From an optimization exercise on the open Yosys and OpenROAD flow, aimed at small area, a short achievable clock period and few clock cycles; shortcuts taken in it are not production practice.
Where RTL was checked, it was by simulation tests only, not by an equivalence proof against the original.
No activity file was given, so power comes from the tool's default toggle rates.

==> module HT_TOP, before the edit <==
module HT_TOP(
    clk,
    rst_n,
    in_valid,
    in_weight,
    out_mode,
    out_valid,
    out_code
);
input clk, rst_n, in_valid, out_mode;
input [2:0] in_weight;
output reg out_valid, out_code;
reg        vr, merge, sending;
reg  [2:0] cnt;
reg  [2:0] cur;
reg        mode;
reg  [2:0] xr;
reg  [4:0] lw [0:6];
reg  [2:0] lw7;       
reg        fill7;     
reg  [2:0] ptr [0:4];
reg  [7:0] code [0:4];
integer j, t;
function lt5;
    input [4:0] a, nb;
    integer k;
    reg c;
    begin
        c = 1'b1;
        for (k = 0; k < 5; k = k + 1)
            c = (a[k] & nb[k]) | (a[k] & c) | (nb[k] & c);
        lt5 = ~c;
    end
endfunction
wire [4:0] sum = lw[0] + lw[1];
wire [4:0] val = merge ? sum : {2'b00, xr};
reg  [9:0] lt;
reg  [4:0] lwx [0:9];
always @(*) begin
    for (j = 0; j < 7; j = j + 1) lwx[j] = lw[j];
    lwx[7] = {fill7, fill7, lw7 | {3{fill7}}};
    lwx[8] = 5'd31;
    lwx[9] = 5'd31;
    lt[8] = 1'b0;
    lt[9] = 1'b0;
    for (j = 0; j < 8; j = j + 1)
        lt[j] = lt5(lwx[j], ~val) | (!merge & (cnt < 8 - j));
    if (merge) lt[1] = 1'b1;
end
reg [2:0] ins;
always @(*) begin
    ins = 3'd0;
    for (j = 0; j < 8; j = j + 1)
        if (merge) begin
            if (lt[j+1] & !lt[j+2]) ins = j;
        end else begin
            if (lt[j] & !lt[j+1]) ins = j;
        end
end
reg [2:0] leaf [0:4];
always @(*) begin
    leaf[0] = 3'd4;                    
    leaf[1] = mode ? 3'd2 : 3'd5;      
    leaf[2] = mode ? 3'd5 : 3'd6;      
    leaf[3] = mode ? 3'd0 : 3'd7;      
    leaf[4] = mode ? 3'd1 : 3'd3;      
end
wire first = merge & (cnt == 3'd5);    
wire root = merge & (cnt == 3'd6);
wire empty = (code[0] == 8'd1);
wire [7:0] src = empty ? code[1] : code[0];
wire fin = (src[7:1] == 7'd1) & ((cur + {2'b00, empty}) == 3'd4);
always @(posedge clk) begin
    if (in_valid & !vr) mode <= out_mode;
    if (root) cur <= 3'd0;
    else if (sending) cur <= cur + {2'b00, empty};
    xr <= in_weight;
    for (j = 0; j < 7; j = j + 1)
        if (merge | lt[j])
            lw[j] <= ({5{merge & lt[j+2]}} & lwx[j+2])
                   | ({5{merge ? (lt[j+1] & ~lt[j+2]) : (lt[j] & ~lt[j+1])}} & val)
                   | ({5{merge ^ lt[j+1]}} & lwx[j+1]);
    fill7 <= merge;
    if (!merge & lt[7]) lw7 <= xr;
    for (t = 0; t < 5; t = t + 1)
        if (merge ? (ptr[t][2:1] == 2'b00) : (leaf[t] == cnt))
            ptr[t] <= ins;
        else
            ptr[t] <= lt[ptr[t]] ? (ptr[t] - {merge, !merge}) : (ptr[t] - {2'b00, merge});
    for (t = 0; t < 5; t = t + 1)
        if (vr)
            code[t] <= {code[t][6:0], cnt == 3'd7};
        else if (merge & (ptr[t][2:1] == 2'b00) & !(root & ((t == 0) | ((t == 1) & empty))))
            code[t] <= {code[t][6:0], ~ptr[t][0]};
    if (sending | (root & !empty))
        code[0] <= {1'b0, src[7:1]};
    if (sending) begin
        if (empty) begin
            code[1] <= code[2];
            code[2] <= code[3];
            code[3] <= code[4];
        end
    end
end
always @(posedge clk or negedge rst_n) begin
    if (!rst_n) begin
        vr <= 1'b0;
        merge <= 1'b0;
        sending <= 1'b0;
        cnt <= 3'd0;
        out_valid <= 1'b0;
        out_code <= 1'b0;
    end else begin
        vr <= in_valid;
        if (vr) begin
            cnt <= cnt + 3'd1;
            if (cnt == 3'd7) merge <= 1'b1;
        end else if (merge) begin
            cnt <= cnt + 3'd1;
            if (first) begin
                out_valid <= 1'b1;
                out_code <= lt[2] ^ (ptr[0][2:1] == 2'b00);
            end
            if (root) begin
                merge <= 1'b0;
                sending <= 1'b1;
                out_code <= empty ? ~ptr[1][0] : code[0][0];
                cnt <= 3'd0;
            end
        end else if (sending) begin
            out_code <= src[0];
            if (fin) sending <= 1'b0;
        end else begin
            out_valid <= 1'b0;
            out_code <= 1'b0;
        end
    end
end
endmodule
==> flow/config.mk <==
export PLATFORM = sky130hd
export DESIGN_NAME = HT_TOP
export DESIGN_NICKNAME = HT_TOP
export VERILOG_FILES = /design/flow/design.v
export SDC_FILE = /design/flow/constraint.sdc
export NUM_CORES = 4
export LEC_CHECK = 0
export CAP_MARGIN = 20
export CORE_MARGIN = 2
export CORE_UTILIZATION = 40
export CTS_BUF_LIST = sky130_fd_sc_hd__clkbuf_8
export SLEW_MARGIN = 20
==> flow/constraint.sdc <==
create_clock -name core_clock -period 17.0 [get_ports {clk}]
set_input_delay 3.4000 -clock core_clock [delete_from_list [all_inputs] [get_ports {clk}]]
set_output_delay 3.4000 -clock core_clock [all_outputs]
set_load 0.01 [all_outputs]
standard.sh (not shown) runs the stock make flow with config.mk's settings and CLKGATE_MAP_FILE= SYNTH_SCRIPT=/design/flow/synth_recipe.tcl, a recipe that flattens the netlist after the stock synthesis.
==> flow/flow/run.sh <==
#!/bin/bash
# Layout with ORFS's own scripts. Two changes from the standard layout:
#  - synthesis is the standard one except that ABC maps the logic for area
#    (flip-flops are mapped before ABC, so registers are unchanged);
#  - repair_timing aims for a larger setup margin (MARGIN ns) than the
#    standard flow settings allow. Constraints are unchanged.
set -euo pipefail
MARGIN=${MARGIN:-12.6}
HERE=$(pwd)
printf 'strash\ndch\nmap -a\nstrash\ndch\nmap -a\n' > "$HERE/area.abc"
cat > "$HERE/area_synth.tcl" <<'TCL'
proc abc {args} {
  set i [lsearch -exact $args -script]
  if {$i >= 0} {
    set args [lreplace $args [expr {$i + 1}] [expr {$i + 1}] $::env(AREA_ABC_SCRIPT)]
  }
  yosys abc {*}$args
}
TCL
cat synth_recipe.tcl >> "$HERE/area_synth.tcl"
export AREA_ABC_SCRIPT="$HERE/area.abc"
bash standard.sh SYNTH_SCRIPT="$HERE/area_synth.tcl" SETUP_SLACK_MARGIN="$MARGIN" finish > standard_flow.log 2>&1
Testbench counts at the start, summed over its fixed seeds: cycles 31,181.
Edit:
--- a/flow/design.v
+++ b/flow/design.v
@@ -255,16 +255,16 @@
 reg  [2:0] cnt;
 reg  [2:0] cur;
 reg        mode;
 reg  [2:0] xr;
 reg  [4:0] lw [0:6];
 reg  [2:0] lw7;       
-reg        fill7;     
 reg  [2:0] ptr [0:4];
 reg  [7:0] code [0:4];
 integer j, t;
+wire fill7 = merge & (cnt != 3'd0);
 function lt5;
     input [4:0] a, nb;
     integer k;
     reg c;
     begin
         c = 1'b1;
@@ -276,13 +276,13 @@
 wire [4:0] sum = lw[0] + lw[1];
 wire [4:0] val = merge ? sum : {2'b00, xr};
 reg  [9:0] lt;
 reg  [4:0] lwx [0:9];
 always @(*) begin
     for (j = 0; j < 7; j = j + 1) lwx[j] = lw[j];
-    lwx[7] = {fill7, fill7, lw7 | {3{fill7}}};
+    lwx[7] = {fill7, fill7, lw7 | {3{fill7}}};    
     lwx[8] = 5'd31;
     lwx[9] = 5'd31;
     lt[8] = 1'b0;
     lt[9] = 1'b0;
     for (j = 0; j < 8; j = j + 1)
         lt[j] = lt5(lwx[j], ~val) | (!merge & (cnt < 8 - j));
@@ -305,26 +305,33 @@
     leaf[2] = mode ? 3'd5 : 3'd6;      
     leaf[3] = mode ? 3'd0 : 3'd7;      
     leaf[4] = mode ? 3'd1 : 3'd3;      
 end
 wire first = merge & (cnt == 3'd5);    
 wire root = merge & (cnt == 3'd6);
-wire empty = (code[0] == 8'd1);
-wire [7:0] src = empty ? code[1] : code[0];
+wire empty = (code[0][6:0] == 7'd1);
+reg  [7:0] nextcode;
+always @(*)
+    case (cur[1:0])
+        2'd0: nextcode = code[1];
+        2'd1: nextcode = code[2];
+        2'd2: nextcode = code[3];
+        default: nextcode = code[4];
+    endcase
+wire [7:0] src = empty ? nextcode : {1'b0, code[0][6:0]};
 wire fin = (src[7:1] == 7'd1) & ((cur + {2'b00, empty}) == 3'd4);
 always @(posedge clk) begin
     if (in_valid & !vr) mode <= out_mode;
     if (root) cur <= 3'd0;
     else if (sending) cur <= cur + {2'b00, empty};
     xr <= in_weight;
     for (j = 0; j < 7; j = j + 1)
         if (merge | lt[j])
             lw[j] <= ({5{merge & lt[j+2]}} & lwx[j+2])
                    | ({5{merge ? (lt[j+1] & ~lt[j+2]) : (lt[j] & ~lt[j+1])}} & val)
                    | ({5{merge ^ lt[j+1]}} & lwx[j+1]);
-    fill7 <= merge;
     if (!merge & lt[7]) lw7 <= xr;
     for (t = 0; t < 5; t = t + 1)
         if (merge ? (ptr[t][2:1] == 2'b00) : (leaf[t] == cnt))
             ptr[t] <= ins;
         else
             ptr[t] <= lt[ptr[t]] ? (ptr[t] - {merge, !merge}) : (ptr[t] - {2'b00, merge});
@@ -332,19 +339,12 @@
         if (vr)
             code[t] <= {code[t][6:0], cnt == 3'd7};
         else if (merge & (ptr[t][2:1] == 2'b00) & !(root & ((t == 0) | ((t == 1) & empty))))
             code[t] <= {code[t][6:0], ~ptr[t][0]};
     if (sending | (root & !empty))
         code[0] <= {1'b0, src[7:1]};
-    if (sending) begin
-        if (empty) begin
-            code[1] <= code[2];
-            code[2] <= code[3];
-            code[3] <= code[4];
-        end
-    end
 end
 always @(posedge clk or negedge rst_n) begin
     if (!rst_n) begin
         vr <= 1'b0;
         merge <= 1'b0;
         sending <= 1'b0;
Count of clock-buffer cells in the layout falls by 1.
Core utilization grows by 0.97 points.
Worst hold slack gets worse by 0.011 ns.
Sequential share of layout area rose by 2.2 points.
Cell area grows by 1.7%.
Wire length decreases by about 0.5%.
Critical path depth grows by 19.
Total power increases by 2.8%.
Global-route usage stays flat.
Function not checked in the second run of this note: the RTL went through the layout flow alone.

afterwards: timing with drivers on the ports:
Ports are ideal in the flow. The routed layouts listed here were re-timed in OpenROAD.
Step 1, drivers: a clkbuf_16 drives clk and a buf_2 each remaining input, both assumed.
Step 2 moves the port delays by t, midway between the first and last clock arrival at a register: inputs arrive t later, outputs are due t later. That takes back most of the time a late clock gives input paths.
Three values: ideal, step 1, step 2; two values: the first two.
run	shift t [ns]	setup WS [ns]	latest minus earliest clock arrival (ns)	worst register clock-pin slew, ns
the first run	0.416	12.686 / 12.650 / 12.666	0.010 / 0.010	0.10 / 0.10
the second run	0.427	12.659 / 12.637 / 12.659	0.017 / 0.016	0.11 / 0.11
After both steps every run listed still meets setup and hold. The setup slack of the first run, which loses most, moves by -0.036 ns with the drivers and by -0.020 ns with both steps.
